From an optimization exercise on the open Yosys and OpenROAD flow, aimed at small area; shortcuts taken in it are not production practice. The RTL was checked by simulation tests, not by an equivalence proof against the original design. Power is estimated from default activity; no workload was simulated.

--- flow/design.v ---
module scankeyboard_debounce(
	input              clk,
	input              rst_n,
	output reg  [4:1]  r,
	input       [4:1]  c,
	output reg  [3:0]  kcode,
	output             kev
	);
reg  [3:0] cnt;           
reg  [4:1] c1, c2, c3, c4;
reg  [4:1] c1_n, c2_n, c3_n, c4_n;
reg  [3:0] keyflag;
reg  [2:0] ch;            
wire [4:1] r_n = ~(4'b0001 << cnt[3:2]);
wire [4:1] c1_tmp = c1 | c1_n;
wire [4:1] c2_tmp = c2 | c2_n;
wire [4:1] c3_tmp = c3 | c3_n;
wire [4:1] c4_tmp = c4 | c4_n;
always @(posedge clk or negedge rst_n)
	if (!rst_n) begin
		cnt <= 4'd0;
		r <= 4'b1110;
	end else begin
		cnt <= cnt + 4'd1;
		r <= r_n;
	end
always @(posedge clk or negedge rst_n)
	if (!rst_n) begin
		c1 <= 4'b1111; c1_n <= 4'b1111;
		c2 <= 4'b1111; c2_n <= 4'b1111;
		c3 <= 4'b1111; c3_n <= 4'b1111;
		c4 <= 4'b1111; c4_n <= 4'b1111;
	end else begin
		if (r_n[1] & ~r[1]) begin c1 <= c; c1_n <= c1; end
		if (r_n[2] & ~r[2]) begin c2 <= c; c2_n <= c2; end
		if (r_n[3] & ~r[3]) begin c3 <= c; c3_n <= c3; end
		if (r_n[4] & ~r[4]) begin c4 <= c; c4_n <= c4; end
	end
always @(posedge clk or negedge rst_n)
	if (!rst_n)
		keyflag <= 4'b1111;
	else begin
		if (~r[1]) keyflag[0] <= &c1_tmp;
		if (~r[2]) keyflag[1] <= &c2_tmp;
		if (~r[3]) keyflag[2] <= &c3_tmp;
		if (~r[4]) keyflag[3] <= &c4_tmp;
	end
reg [3:0] kcode_n;
reg       hold;
always @(*) begin
	hold = 1'b0;
	kcode_n = 4'd15;
	case (keyflag)
	4'b1110:
		case (c1_tmp)
		4'b1110: kcode_n = 4'd0;
		4'b1101: kcode_n = 4'd1;
		4'b1011: kcode_n = 4'd2;
		4'b0111: kcode_n = 4'd3;
		default: hold = 1'b1;
		endcase
	4'b1101:
		case (c2_tmp)
		4'b1110: kcode_n = 4'd4;
		4'b1101: kcode_n = 4'd5;
		4'b1011: kcode_n = 4'd6;
		4'b0111: kcode_n = 4'd7;
		default: hold = 1'b1;
		endcase
	4'b1011:
		case (c3_tmp)
		4'b1110: kcode_n = 4'd8;
		4'b1101, 4'b1011, 4'b0111: kcode_n = 4'd15;
		default: hold = 1'b1;
		endcase
	4'b0111:
		case (c4_tmp)
		4'b1110, 4'b1101, 4'b1011, 4'b0111: kcode_n = 4'd15;
		default: hold = 1'b1;
		endcase
	4'b1111: kcode_n = 4'd15;
	default: hold = 1'b1;
	endcase
end
always @(posedge clk or negedge rst_n)
	if (!rst_n) begin
		kcode <= 4'd15;
		ch <= 3'b000;
	end else begin
		if (!hold) kcode <= kcode_n;
		ch <= {ch[1:0], ~hold & (kcode_n != kcode)};
	end
assign kev = ch[2];
endmodule
module smart_pill_box_ctl(
	input              clk,
	input              rst_n,
	input      [3:0]   kcode,
	input              kev,
	output reg [1:0]   mode,
	output reg [1:0]   index,
	output reg [19:0]  xd,        
	output reg         xd_bl,
	output reg         xd_on,
	output reg [2:0]   rstate,    
	output reg         gstate,    
	output             alarm_ctl
	);
localparam [19:0] BLANK_H = {2'd3, 4'd15};
localparam [19:0] BLANK_M = {3'd7, 4'd15};
wire [8:0] kf = {9{kev}} & (9'd1 << kcode);    
reg  [2:0] change;
reg  [4:0] hour;
reg  [5:0] min, sec;
reg  [4:0] ah [0:8];
reg  [5:0] am [0:8];
reg  [5:0] as [0:8];
reg  [8:0] on, af;
reg  [1:0] abc;
reg  [9:0] t1s;  reg clk_1hz;
reg  [8:0] t500; reg clk_2hz;
reg  [7:0] t250; reg clk_4hz;
assign alarm_ctl = |af;
wire [3:0] aidx = {2'b00, index} + (mode == 2'd2 ? 4'd3 : mode == 2'd3 ? 4'd6 : 4'd0);
wire [4:0] sel_h  = ah[aidx];
wire [5:0] sel_m  = am[aidx];
wire [5:0] sel_s  = as[aidx];
wire       sel_on = on[aidx];
wire [8:0] asel = (mode == 2'd0) ? 9'd0 : (9'd1 << aidx);
wire time_mode = (mode == 2'd0);
wire chg0 = (change == 3'd0);
wire [1:0] mode_n = (kf[3] & chg0) ? mode + 2'd1 : mode;
wire to_time = (mode_n == 2'd0);
wire [4:0] src_h = to_time ? hour : sel_h;
wire [5:0] src_m = to_time ? min  : sel_m;
wire [5:0] src_s = to_time ? sec  : sel_s;
wire [5:0] fv   = (change == 3'd1) ? {1'b0, src_h} : (change == 3'd2) ? src_m : src_s;
wire [5:0] fmax = (change == 3'd1) ? 6'd23 : 6'd59;
wire [5:0] fnew = kf[1] ? ((fv == fmax) ? 6'd0 : fv + 6'd1)
                        : ((fv == 6'd0) ? fmax : fv - 6'd1);
wire kud = kf[1] | kf[2];
wire run1s = ~time_mode | chg0;
wire tick  = run1s & clk_1hz;
integer a;
always @(posedge clk or negedge rst_n)
	if (!rst_n) begin
		mode <= 2'd0; change <= 3'd0; index <= 2'd0;
		hour <= 5'd0; min <= 6'd0; sec <= 6'd0;
		on <= 9'd0;
		for (a = 0; a < 9; a = a + 1) begin
			ah[a] <= 5'd0; am[a] <= 6'd0; as[a] <= 6'd0;
		end
	end else begin
		mode <= mode_n;
		if (kf[0])
			change <= (change == (time_mode ? 3'd3 : 3'd4)) ? 3'd0 : change + 3'd1;
		if (time_mode | (kf[3] & chg0))
			index <= 2'd0;
		else if (kf[4] & chg0)
			index <= (index == 2'd2) ? 2'd0 : index + 2'd1;
		if (time_mode & kud) begin
			if (change == 3'd1) hour <= fnew[4:0];
			if (change == 3'd2) min  <= fnew;
			if (change == 3'd3) sec  <= fnew;
		end
		if (tick) begin
			if (sec == 6'd59) begin
				sec <= 6'd0;
				if (min == 6'd59) begin
					min <= 6'd0;
					hour <= (hour == 5'd23) ? 5'd0 : hour + 5'd1;
				end else
					min <= min + 6'd1;
			end else
				sec <= sec + 6'd1;
		end
		for (a = 0; a < 9; a = a + 1)
			if (asel[a] & kud) begin
				if (change == 3'd1) ah[a] <= fnew[4:0];
				if (change == 3'd2) am[a] <= fnew;
				if (change == 3'd3) as[a] <= fnew;
				if (change == 3'd4) on[a] <= ~on[a];
			end
	end
reg [8:0] match;
always @(*)
	for (a = 0; a < 9; a = a + 1)
		match[a] = (ah[a] == hour) & (am[a] == min) & (as[a] == sec);
wire t1s0 = (t1s == 10'd0);
wire [8:0] editing = asel & {9{~chg0}};
always @(posedge clk or negedge rst_n)
	if (!rst_n)
		af <= 9'd0;
	else
		af <= (af & ~{9{kf[5]}}) | (~af & ~editing & on & match & {9{t1s0}});
always @(posedge clk or negedge rst_n)
	if (!rst_n) begin
		t1s <= 10'd0; clk_1hz <= 1'b0;
		t500 <= 9'd0; clk_2hz <= 1'b0;
		t250 <= 8'd0; clk_4hz <= 1'b0;
	end else begin
		if (run1s) begin
			clk_1hz <= (t1s == 10'd999);
			t1s <= (t1s == 10'd999) ? 10'd0 : t1s + 10'd1;
		end else begin
			clk_1hz <= 1'b0; t1s <= 10'd0;
		end
		if (!chg0) begin
			clk_2hz <= (t500 == 9'd499);
			t500 <= (t500 == 9'd499) ? 9'd0 : t500 + 9'd1;
		end else begin
			clk_2hz <= 1'b0; t500 <= 9'd0;
		end
		if (time_mode & alarm_ctl) begin
			clk_4hz <= (t250 == 8'd249);
			t250 <= (t250 == 8'd249) ? 8'd0 : t250 + 8'd1;
		end else begin
			clk_4hz <= 1'b0; t250 <= 8'd0;
		end
	end
always @(posedge clk or negedge rst_n)
	if (!rst_n)
		abc <= 2'd0;
	else if (kf[6])
		abc <= (abc == 2'd1) ? 2'd0 : 2'd1;
	else if (kf[7])
		abc <= (abc == 2'd2) ? 2'd0 : 2'd2;
	else if (kf[8])
		abc <= (abc == 2'd3) ? 2'd0 : 2'd3;
wire [2:0] r_tog = (rstate == 3'd0) ? 3'd4 : 3'd0;
always @(posedge clk or negedge rst_n)
	if (!rst_n) begin
		rstate <= 3'd0; gstate <= 1'b0;
	end else if (abc != 2'd0)
		rstate <= {1'b0, abc};
	else if (!chg0) begin
		case (mode)
		2'd1: begin gstate <= 1'b0; if (clk_2hz) rstate <= r_tog; end
		2'd2: begin rstate <= 3'd0; if (clk_2hz) gstate <= ~gstate; end
		2'd3: if (clk_2hz) begin gstate <= ~gstate; rstate <= gstate ? 3'd0 : 3'd4; end
		default: begin rstate <= 3'd0; gstate <= 1'b0; end
		endcase
	end else if (|af[2:0]) begin
		gstate <= 1'b0; if (clk_4hz) rstate <= r_tog;
	end else if (|af[5:3]) begin
		rstate <= 3'd0; if (clk_4hz) gstate <= ~gstate;
	end else if (|af[8:6]) begin
		if (clk_4hz) begin gstate <= ~gstate; rstate <= gstate ? 3'd0 : 3'd4; end
	end else begin
		rstate <= 3'd0; gstate <= 1'b0;
	end
function [5:0] bcd_h;   
	input [4:0] v;
	begin
		if (v >= 5'd20)      bcd_h = {2'd2, v[3:0] - 4'd4};
		else if (v >= 5'd10) bcd_h = {2'd1, v[3:0] - 4'd10};
		else                 bcd_h = {2'd0, v[3:0]};
	end
endfunction
function [6:0] bcd_ms;  
	input [5:0] v;
	begin
		if (v >= 6'd50)      bcd_ms = {3'd5, v[3:0] - 4'd2};
		else if (v >= 6'd40) bcd_ms = {3'd4, v[3:0] - 4'd8};
		else if (v >= 6'd30) bcd_ms = {3'd3, v[3:0] - 4'd14};
		else if (v >= 6'd20) bcd_ms = {3'd2, v[3:0] - 4'd4};
		else if (v >= 6'd10) bcd_ms = {3'd1, v[3:0] - 4'd10};
		else                 bcd_ms = {3'd0, v[3:0]};
	end
endfunction
wire [5:0] bh = bcd_h(src_h);
wire [6:0] bm = bcd_ms(src_m);
wire [6:0] bs = bcd_ms(src_s);
wire [5:0] xh = xd[19:14];
wire [6:0] xm = xd[13:7];
wire [6:0] xs = xd[6:0];
wire hbl = (xh == BLANK_H[5:0]);
wire mbl = (xm == BLANK_M[6:0]);
wire sbl = (xs == BLANK_M[6:0]);
always @(posedge clk or negedge rst_n)
	if (!rst_n) begin
		xd <= 20'd0; xd_bl <= 1'b0; xd_on <= 1'b0;
	end else if (time_mode & ~to_time) begin
		xd <= {2'd0, 4'd15, BLANK_M[6:0], BLANK_M[6:0]};
		xd_bl <= 1'b1;
	end else begin
		case (change)
		3'd0: begin xd <= {bh, bm, bs}; xd_bl <= 1'b0; xd_on <= sel_on; end
		3'd1: begin
			xd[13:0] <= {bm, bs}; xd_bl <= 1'b0; xd_on <= sel_on;
			if (clk_2hz) xd[19:14] <= hbl ? bh : BLANK_H[5:0];
		end
		3'd2: begin
			xd[19:14] <= bh; xd[6:0] <= bs; xd_bl <= 1'b0; xd_on <= sel_on;
			if (clk_2hz) xd[13:7] <= mbl ? bm : BLANK_M[6:0];
		end
		3'd3: begin
			xd[19:7] <= {bh, bm}; xd_bl <= 1'b0; xd_on <= sel_on;
			if (clk_2hz) xd[6:0] <= sbl ? bs : BLANK_M[6:0];
		end
		3'd4: begin
			xd <= {bh, bm, bs};
			if (clk_2hz) begin
				xd_bl <= ~xd_bl; xd_on <= sel_on;
			end
		end
		default: ;
		endcase
	end
endmodule
module lattic(
	input              clk,
	input              rst_n,
	input      [2:0]   rstate,
	input              gstate,
	input              alarm_ctl,
	output     [7:0]   row,
	output reg [7:0]   r_col,
	output     [7:0]   g_col,
	output             beep
	);
reg [3:0] tc;
reg [2:0] cnt;
always @(posedge clk or negedge rst_n)
	if (!rst_n) begin
		tc <= 4'd0; cnt <= 3'd0;
	end else if (tc == 4'd8) begin
		tc <= 4'd0; cnt <= cnt + 3'd1;
	end else
		tc <= tc + 4'd1;
assign beep = ~(cnt[1] & alarm_ctl);
assign row = 8'd1 << cnt;
reg [7:0] heart;
always @(*)
	case (cnt)
	3'd1: heart = 8'h3c;
	3'd2: heart = 8'h18;
	3'd3: heart = 8'h24;
	3'd4, 3'd5, 3'd6: heart = 8'h3c;
	default: heart = 8'h00;
	endcase
assign g_col = ~(gstate ? heart : 8'h00);
always @(*)
	case (rstate)
	3'd1:
		case (cnt)
		3'd1: r_col = ~8'h18;
		3'd2: r_col = ~8'h24;
		3'd3, 3'd5, 3'd6: r_col = ~8'h42;
		3'd4: r_col = ~8'h7e;
		default: r_col = ~8'h00;
		endcase
	3'd2:
		case (cnt)
		3'd0: r_col = ~8'h00;
		3'd1, 3'd4, 3'd7: r_col = ~8'h1c;
		default: r_col = ~8'h24;
		endcase
	3'd3:
		case (cnt)
		3'd1, 3'd6: r_col = ~8'h1c;
		3'd2, 3'd5: r_col = ~8'h22;
		3'd3, 3'd4: r_col = ~8'h02;
		default: r_col = ~8'h00;
		endcase
	3'd4: r_col = ~heart;
	default: r_col = ~8'h00;
	endcase
endmodule
module lcd1602_driver(
	input              clk,
	input              rst_n,
	input      [1:0]   dmode,
	input      [1:0]   didx,
	input      [19:0]  dd,
	input              dbl,
	input              don,
	output reg         lcd_rs,
	output             lcd_rw,
	output reg         lcd_en,
	output reg [7:0]   lcd_data
	);
assign lcd_rw = 1'b0;
localparam INIT = 2'd0, CHECK = 2'd1, REFRESH = 2'd2;
localparam S0 = 3'd0, S1 = 3'd1, S2 = 3'd2, S3 = 3'd3, S4 = 3'd4, S5 = 3'd5;
wire T = (dmode == 2'd0) & (didx != 2'd3);    
wire B = (dmode != 2'd0);                     
wire Z = (dmode == 2'd0) & (didx == 2'd3);    
wire onf = B & ~dbl;                          
reg [3:0] newc [0:31];
integer p;
always @(*) begin
	for (p = 0; p < 32; p = p + 1) newc[p] = 4'd0;
	newc[1] = {3'd0, T}; newc[2] = {3'd0, T}; newc[3] = {3'd0, T}; newc[4] = {3'd0, T};
	newc[5] = {2'd0, T, B};
	newc[6] = {3'd0, B};
	newc[7] = {2'd0, T, B};
	newc[8] = {1'b0, T, dmode};
	newc[9] = {2'd0, T, B};
	newc[10] = {1'b0, T, didx};
	newc[12] = {3'd0, T}; newc[13] = {3'd0, T}; newc[14] = {3'd0, T};
	newc[20] = {2'd0, dd[19:18]};
	newc[21] = dd[17:14];
	newc[22] = {3'd0, ~Z};
	newc[23] = {1'b0, dd[13:11]};
	newc[24] = dd[10:7];
	newc[25] = {3'd0, ~Z};
	newc[26] = {1'b0, dd[6:4]};
	newc[27] = dd[3:0];
	newc[29] = {3'd0, onf};
	newc[30] = {2'd0, onf & don, onf & ~don};
	newc[31] = {3'd0, onf & ~don};
end
function [7:0] digit;
	input [3:0] v;
	digit = (v >= 4'd10) ? " " : "0" + {4'd0, v};
endfunction
function [7:0] to_char;
	input [4:0] pos;
	input [3:0] c;
	case (pos)
	5'd1:  to_char = c[0] ? "s" : " ";
	5'd2:  to_char = c[0] ? "m" : " ";
	5'd3:  to_char = c[0] ? "a" : " ";
	5'd4:  to_char = c[0] ? "r" : " ";
	5'd5:  to_char = c[1] ? "t" : c[0] ? "b" : " ";
	5'd6:  to_char = c[0] ? "o" : " ";
	5'd7:  to_char = c[1] ? "p" : c[0] ? "x" : " ";
	5'd8:  to_char = c[2] ? "i" : (c[1:0] == 2'd0) ? " " : "0" + {6'd0, c[1:0]};
	5'd9:  to_char = c[1] ? "l" : c[0] ? ":" : " ";
	5'd10: to_char = c[2] ? "l" : (c[1:0] == 2'd3) ? " " : "1" + {6'd0, c[1:0]};
	5'd12: to_char = c[0] ? "b" : " ";
	5'd13: to_char = c[0] ? "o" : " ";
	5'd14: to_char = c[0] ? "x" : " ";
	5'd20: to_char = (c[1:0] == 2'd3) ? " " : "0" + {6'd0, c[1:0]};
	5'd21, 5'd24, 5'd27: to_char = digit(c);
	5'd23, 5'd26: to_char = (c[2:0] >= 3'd6) ? " " : "0" + {5'd0, c[2:0]};
	5'd22, 5'd25: to_char = c[0] ? ":" : " ";
	5'd29: to_char = c[0] ? "o" : " ";
	5'd30: to_char = c[1] ? "n" : c[0] ? "f" : " ";
	5'd31: to_char = c[0] ? "f" : " ";
	default: to_char = " ";
	endcase
endfunction
reg [1:0] state_f;
reg [2:0] state_s;
reg [4:0] cnt;
reg [4:0] refresh_pos;    
reg [4:0] local_pos;
reg [3:0] cache [0:31];
reg       found;
reg [4:0] fpos;
always @(*) begin
	found = 1'b0;
	fpos = 5'd0;
	for (p = 31; p >= 0; p = p - 1)
		if (cache[p] != newc[p]) begin
			found = 1'b1;
			fpos = p[4:0];
		end
end
reg [7:0] init_cmd;
always @(*)
	case (refresh_pos[2:0])
	3'd0: init_cmd = 8'h38;
	3'd1: init_cmd = 8'h0c;
	3'd2: init_cmd = 8'h06;
	3'd3: init_cmd = 8'h01;
	default: init_cmd = 8'h80;
	endcase
wire [4:0] tlim = (state_s == S1 || state_s == S4) ? 5'd24 : 5'd10;
wire tdone = (cnt == tlim);
always @(posedge clk or negedge rst_n)
	if (!rst_n) begin
		state_f <= INIT;
		state_s <= S0;
		cnt <= 5'd0;
		refresh_pos <= 5'd0;
		local_pos <= 5'd0;
		lcd_rs <= 1'b0;
		lcd_en <= 1'b0;
		lcd_data <= 8'd0;
		for (p = 0; p < 32; p = p + 1) cache[p] <= 4'd0;
		cache[10] <= 4'd3;
		cache[20] <= 4'd3; cache[21] <= 4'd15;
		cache[23] <= 4'd7; cache[24] <= 4'd15;
		cache[26] <= 4'd7; cache[27] <= 4'd15;
	end else begin
		case (state_f)
		INIT:
			if (refresh_pos[2:0] < 3'd5) begin
				cnt <= tdone ? 5'd0 : cnt + 5'd1;
				case (state_s)
				S0: if (tdone) state_s <= S1;
				    else begin lcd_rs <= 1'b0; lcd_en <= 1'b0; lcd_data <= init_cmd; end
				S1: if (tdone) state_s <= S2;
				    else lcd_en <= 1'b1;
				default:
				    if (tdone) begin state_s <= S0; refresh_pos <= refresh_pos + 5'd1; end
				    else lcd_en <= 1'b0;
				endcase
			end else
				state_f <= CHECK;
		CHECK:
			if (found) begin
				refresh_pos <= fpos;
				state_f <= REFRESH;
				state_s <= (local_pos == fpos) ? S3 : S0;
				cache[fpos] <= newc[fpos];
			end
		default: begin
			cnt <= tdone ? 5'd0 : cnt + 5'd1;
			case (state_s)
			S0: if (tdone) state_s <= S1;
			    else begin
			        lcd_rs <= 1'b0; lcd_en <= 1'b0;
			        lcd_data <= {1'b1, refresh_pos[4], 2'b00, refresh_pos[3:0]};
			    end
			S1: if (tdone) state_s <= S2;
			    else lcd_en <= 1'b1;
			S2: if (tdone) state_s <= S3;
			    else lcd_en <= 1'b0;
			S3: if (tdone) state_s <= S4;
			    else begin
			        lcd_rs <= 1'b1; lcd_en <= 1'b0;
			        lcd_data <= to_char(refresh_pos, cache[refresh_pos]);
			    end
			S4: if (tdone) state_s <= S5;
			    else lcd_en <= 1'b1;
			default:
			    if (tdone) begin
			        state_s <= S0; state_f <= CHECK;
			        local_pos <= refresh_pos + 5'd1;
			    end else lcd_en <= 1'b0;
			endcase
		end
		endcase
	end
endmodule
module lcd1602_display(
	input              clk,
	input              rst_n,
	input      [1:0]   mode,
	input      [1:0]   index,
	input      [19:0]  xd,
	input              xd_bl,
	input              xd_on,
	output reg [1:0]   dmode,
	output reg [1:0]   didx,
	output reg [19:0]  dd,
	output reg         dbl,
	output reg         don
	);
always @(posedge clk or negedge rst_n)
	if (!rst_n) begin
		dmode <= 2'd0;
		didx  <= 2'd3;
		dd    <= {2'd3, 4'd15, 3'd7, 4'd15, 3'd7, 4'd15};
		dbl   <= 1'b1;
		don   <= 1'b0;
	end else begin
		dmode <= mode;
		didx  <= index;
		dd    <= xd;
		dbl   <= xd_bl;
		don   <= xd_on;
	end
endmodule
module smart_pill_box(
	input              clk,
	input              rst_n,
	input      [4:1]   c,
	output     [4:1]   r,
	output             lcd_rs,
	output             lcd_rw,
	output             lcd_en,
	output     [7:0]   lcd_data,
	output             beep,
	output     [7:0]   row,
	output     [7:0]   r_col,
	output     [7:0]   g_col
	);
wire [3:0]  kcode;
wire        kev;
wire [1:0]  mode, index;
wire [19:0] xd;
wire        xd_bl, xd_on;
wire [2:0]  rstate;
wire        gstate;
wire        alarm_ctl;
wire [1:0]  dmode, didx;
wire [19:0] dd;
wire        dbl, don;
scankeyboard_debounce scankeyboard_debounce_inst(
	.clk(clk), .rst_n(rst_n), .r(r), .c(c), .kcode(kcode), .kev(kev));
smart_pill_box_ctl smart_pill_box_ctl_inst(
	.clk(clk), .rst_n(rst_n), .kcode(kcode), .kev(kev),
	.mode(mode), .index(index), .xd(xd), .xd_bl(xd_bl), .xd_on(xd_on),
	.rstate(rstate), .gstate(gstate), .alarm_ctl(alarm_ctl));
lattic lattic_inst(
	.clk(clk), .rst_n(rst_n), .rstate(rstate), .gstate(gstate),
	.alarm_ctl(alarm_ctl), .row(row), .r_col(r_col), .g_col(g_col), .beep(beep));
lcd1602_display lcd1602_display_inst(
	.clk(clk), .rst_n(rst_n), .mode(mode), .index(index), .xd(xd),
	.xd_bl(xd_bl), .xd_on(xd_on), .dmode(dmode), .didx(didx), .dd(dd),
	.dbl(dbl), .don(don));
lcd1602_driver lcd1602_driver_inst(
	.clk(clk), .rst_n(rst_n), .dmode(dmode), .didx(didx), .dd(dd),
	.dbl(dbl), .don(don), .lcd_rs(lcd_rs), .lcd_rw(lcd_rw), .lcd_en(lcd_en),
	.lcd_data(lcd_data));
endmodule
--- flow/config.mk ---
export PLATFORM = sky130hd
export DESIGN_NAME = smart_pill_box
export DESIGN_NICKNAME = smart_pill_box
export VERILOG_FILES = /design/flow/design.v
export SDC_FILE = /design/flow/constraint.sdc
export NUM_CORES = 4
export LEC_CHECK = 0
export CAP_MARGIN = 20
export CORE_MARGIN = 2
export CORE_UTILIZATION = 30
export SLEW_MARGIN = 20
--- flow/run.sh ---
#!/bin/bash
# synth_recipe.tcl (not shown) runs the flow's synth.tcl, then flattens the netlist and writes it again
# the make line also repeats each setting of config.mk as NAME=value (left out here)
make -C /OpenROAD-flow-scripts/flow DESIGN_CONFIG=/design/flow/config.mk WORK_HOME=/design/flow/orfs CLKGATE_MAP_FILE= SYNTH_SCRIPT=/design/flow/synth_recipe.tcl finish
--- flow/constraint.sdc ---
create_clock -name core_clock -period 12.0 [get_ports {clk}]
set_input_delay 2.4000 -clock core_clock [delete_from_list [all_inputs] [get_ports {clk}]]
set_output_delay 2.4000 -clock core_clock [all_outputs]
set_load 0.01 [all_outputs]
==> impl_metrics.tcl <==
set metrics [dict create \
    status "finished clean" \
    fin_util 0.341 \
    vias 24527 \
    cts_tree "done" \
    start_util 0.303 \
    synthMuxAreaShare 0.0859 \
    layout.nets 3152 \
    wl_mm 97.6 \
    holdCritPathClass "register to register" \
    ys_seq_area_frac 0.427 \
    ir_drop_v 0.000123 \
    tightest_slew_ps 1250 \
    clkTransAtPathRegs_ps 60 \
    drtAntennaViolNets 0 \
    h-tree-depth 2 \
    ys_types 93 \
    ys_top_cells_by_count "dfrtp_1 (407), nand2_1 (309), nor2_1 (242), o21ai_0 (191), xnor2_1 (173)" \
    track_usage 0.192 \
    powerDensity_mw_per_mm2 147 \
    synthFlopType "dfrtp_1" \
    antenna_found_initial 1 \
    synth.ff_latch_count 495 \
    portBuffers 38 \
    grt_pass1_wl_mm 149 \
    synth_top_family_by_area "simple AND/OR/NAND/NOR gates" \
    fmax_ghz 0.151 \
    synth.most_common_cell "dfrtp_1" \
    synth_area_per_cell_sq_um 9.48 \
    slew_headroom 0.160 \
    yosysTopAreaCellShare 0.348 \
    clock_skew_ps 28.5 \
    synth-edff-count 0 \
    drive_gt1_frac 0.147 \
    final.setup.tns_ps 0 \
    fp-row-count 114 \
    crit_type "register to register" \
    clockRootBuffer "clkbuf_16" \
    ctsHoldBuffers 0 \
    cp.required_ps 12530 \
    postCtsSetupBuffers 0 \
    gr-total-overflow 0 \
    synth_compound_area_frac 0.157 \
    period_needed_ps 6640 \
    gp_congestion 0.982 \
    synthTopCellsByArea "dfrtp_1 (35%), dfstp_2 (7.9%), mux2_2 (6.5%)" \
    drv_slew 0 \
    min_delay_path_depth 0 \
    die_w_um 316 \
    grt_start_max_net_pins 158 \
    synth_xor_area_frac 0.0760 \
    antennaDiodeCount 0 \
    crit_chain "inv_1 > ha_1 > ha_1 > inv_1 > fa_2 > buf_4 > nor2b_1 > a211oi_1 > nor2_1 > o22ai_1 > o21ai_1 > a22o_1 > or2_2 > inv_1 > ha_1 > o221a_2 > nand4_4 > o21ai_0 > a21bo_2 > o21ai_0 > and2_1" \
    r2r_cells 21 \
    netlist_instances 3085 \
    insertion_delay_ps 640 \
    arrival_ps 7170 \
    rsz0062_at_grt "false" \
    synthSimpleGateAreaFrac 0.193 \
    slowest_stage "a21bo_2" \
    die_y_um 316 \
    cellLeakagePower_nw 14.2 \
    synth_top_area_cell "dfrtp_1" \
    finalSetupViolations 0 \
    numClockSinks 495 \
    cp.depth 21 \
    max_stage_delay_ps 760 \
    cts_buffer_depth 3 \
    drv_cap 0 \
    viasPerCell 5.57 \
    hpwlAfterDp_mm 70.1 \
    core_sq_mm 0.0967 \
    routedWlPerCell_um 22.2 \
    drtIter0Drc 2441 \
    period_share 0.553 \
    async_flop_share 1.00 \
    holdWs_ps 351 \
    final_area_sq_mm 0.0330 \
    drc 0 \
    yosys.area_share.adder 0.0281 \
    crit_family "compound AO/OA/AOI/OAI gates" \
    die_area_sq_mm 0.100 \
    cp_num_buf_inv 4 \
    endpoint_kind "register" \
    synthToLayoutAreaGrowth_pct 12.7 \
    total_power_mw 4.84 \
    first_global_vias 23611 \
    cts_buffers 53 \
    cts_resized 0 \
    cp_max_fo 58 \
    hold_viol 0 \
    startpoint_type "register" \
    syn_area_sq_mm 0.0293 \
    dpl_cell_area_sq_mm 0.0311 \
    dr.pass1.iters 6 \
    io_pins 46 \
    yosys_warnings 10 \
]
cell families (layout without fill, tap and decap cells):
logic type,Yosys count,after routing
buffers and inverters,228,263
other,2,7
multiplexers,220,220
AO/OA/AOI/OAI,684,684
AND/OR/NAND/NOR,1138,1138
adder cells (fa/ha/maj),65,65
XOR/XNOR,253,253
flip-flops,495,495
cell type report:
type / instances / area (sq um)
Clock buffer: 68 / 1470
Clock inverter: 31 / 430
Fill cell: 9910 / 63700
Inverter: 67 / 251
Multi-Input combinational cell: 2367 / 15900
Sequential cell: 495 / 12500
Tap cell: 1276 / 1600
Timing Repair Buffer: 97 / 838
stage by stage:
| stage | setup slack, ps | std cells |
|---|---|---|
| 2_1_floorplan | 7000 | 3090 |
| 3_3_place_gp | 5470 | 4301 |
| 3_5_place_dp | 5460 | 4302 |
| 4_1_cts | 5450 | 4401 |
| 5_1_grt | 4970 | 4401 |
| 6_report | 5360 | 4401 |
layout by cell type, fill, tap and decap left out, types with 82 or more instances in the layout:
cell / count
a21oi_1: 121
o21ai_0: 191
nor2_1: 242
xnor2_1: 172
dfstp_2: 88
nor3_1: 82
nand3_1: 114
mux2_2: 169
nand2_1: 309
dfrtp_1: 405
worst paths after layout:
path	startpoint	to	slack [ps]
min in group asynchronous	rst_n	lcd1602_driver_inst.cnt[4]	1780
hold / removal	scankeyboard_debounce_inst.ch[0]	scankeyboard_debounce_inst.ch[1]	350
max in group asynchronous	rst_n	smart_pill_box_ctl_inst.as[3][5]	7920
setup / recovery	smart_pill_box_ctl_inst.mode[0]	smart_pill_box_ctl_inst.hour[0]	5360
hold reg to reg	scankeyboard_debounce_inst.ch[0]	scankeyboard_debounce_inst.ch[1]	350
setup reg to reg	smart_pill_box_ctl_inst.mode[0]	smart_pill_box_ctl_inst.hour[0]	5360
sequential cells by signal (all words and copies together), names as in the netlist, 8 cells and up, named ones only:
register,cells
lcd1602_driver_inst.cache,128
smart_pill_box_ctl_inst.am,54
smart_pill_box_ctl_inst.as,54
smart_pill_box_ctl_inst.ah,45
lcd1602_display_inst.dd,20
smart_pill_box_ctl_inst.xd,20
smart_pill_box_ctl_inst.t1s,10
smart_pill_box_ctl_inst.af,9
smart_pill_box_ctl_inst.on,9
smart_pill_box_ctl_inst.t500,9
lcd1602_driver_inst.lcd_data,8
smart_pill_box_ctl_inst.t250,8
per-layer routing:
layer	share of wire	GRT usage	up-vias
met1	0.44	0.265	12128
met2	0.44	0.299	1001
met5	0.000092	0	-
met3	0.065	0.0254	268
met4	0.051	0.0892	2
li1	-	-	11128
report_power, final:
group / total [mW] / switching (mW) / leakage (nW) / internal [mW]
registers: 1.91 / 0.114 / 6.53 / 1.79
clock network: 1.80 / 0.734 / 0.931 / 1.07
logic: 1.13 / 0.759 / 6.75 / 0.372
worst register-to-register path: stages (launching register included):
cell and delay, ps:
dfrtp_1 430, inv_1 170, ha_1 200, ha_1 220, inv_1 80, fa_2 530, buf_4 600, nor2b_1 750
a211oi_1 200, nor2_1 530, o22ai_1 160, o21ai_1 490, a22o_1 290, or2_2 130, inv_1 50, ha_1 210
o221a_2 140, nand4_4 140, o21ai_0 90, a21bo_2 760, o21ai_0 180, and2_1 190

static timing again, ports no longer ideal:
The results above use ideal ports. As a check the final layout listed here was re-extracted and re-timed, cells and wires unchanged. Step 1 (the two cells are an assumption about what drives the block):
set clk [get_ports {clk}]
set_driving_cell -lib_cell sky130_fd_sc_hd__clkbuf_16 $clk
set_driving_cell -lib_cell sky130_fd_sc_hd__buf_2 [delete_from_list [all_inputs] $clk]
Step 2 adds t to the input delays and takes it off the output delays; t is the mean of the earliest and latest rising clock arrival at the registers after step 1. Input paths then give back, and output paths get back, about the clock's delay inside the block. a / b / c = ideal ports / drivers / drivers and shift; a / b = the first two.
t (ns): 0.691
setup slack, ns: 5.359 / 5.359 / 5.359
slew at the worst register clock pin (ns): 0.07 / 0.07
worst slew at a driven data input, ns: 0.07
cell pins on the clock port's net: 1
After both steps setup and hold are still met in this run. For this run, drivers alone change the setup slack by 0.000 ns; drivers and shift together by 0.000 ns.
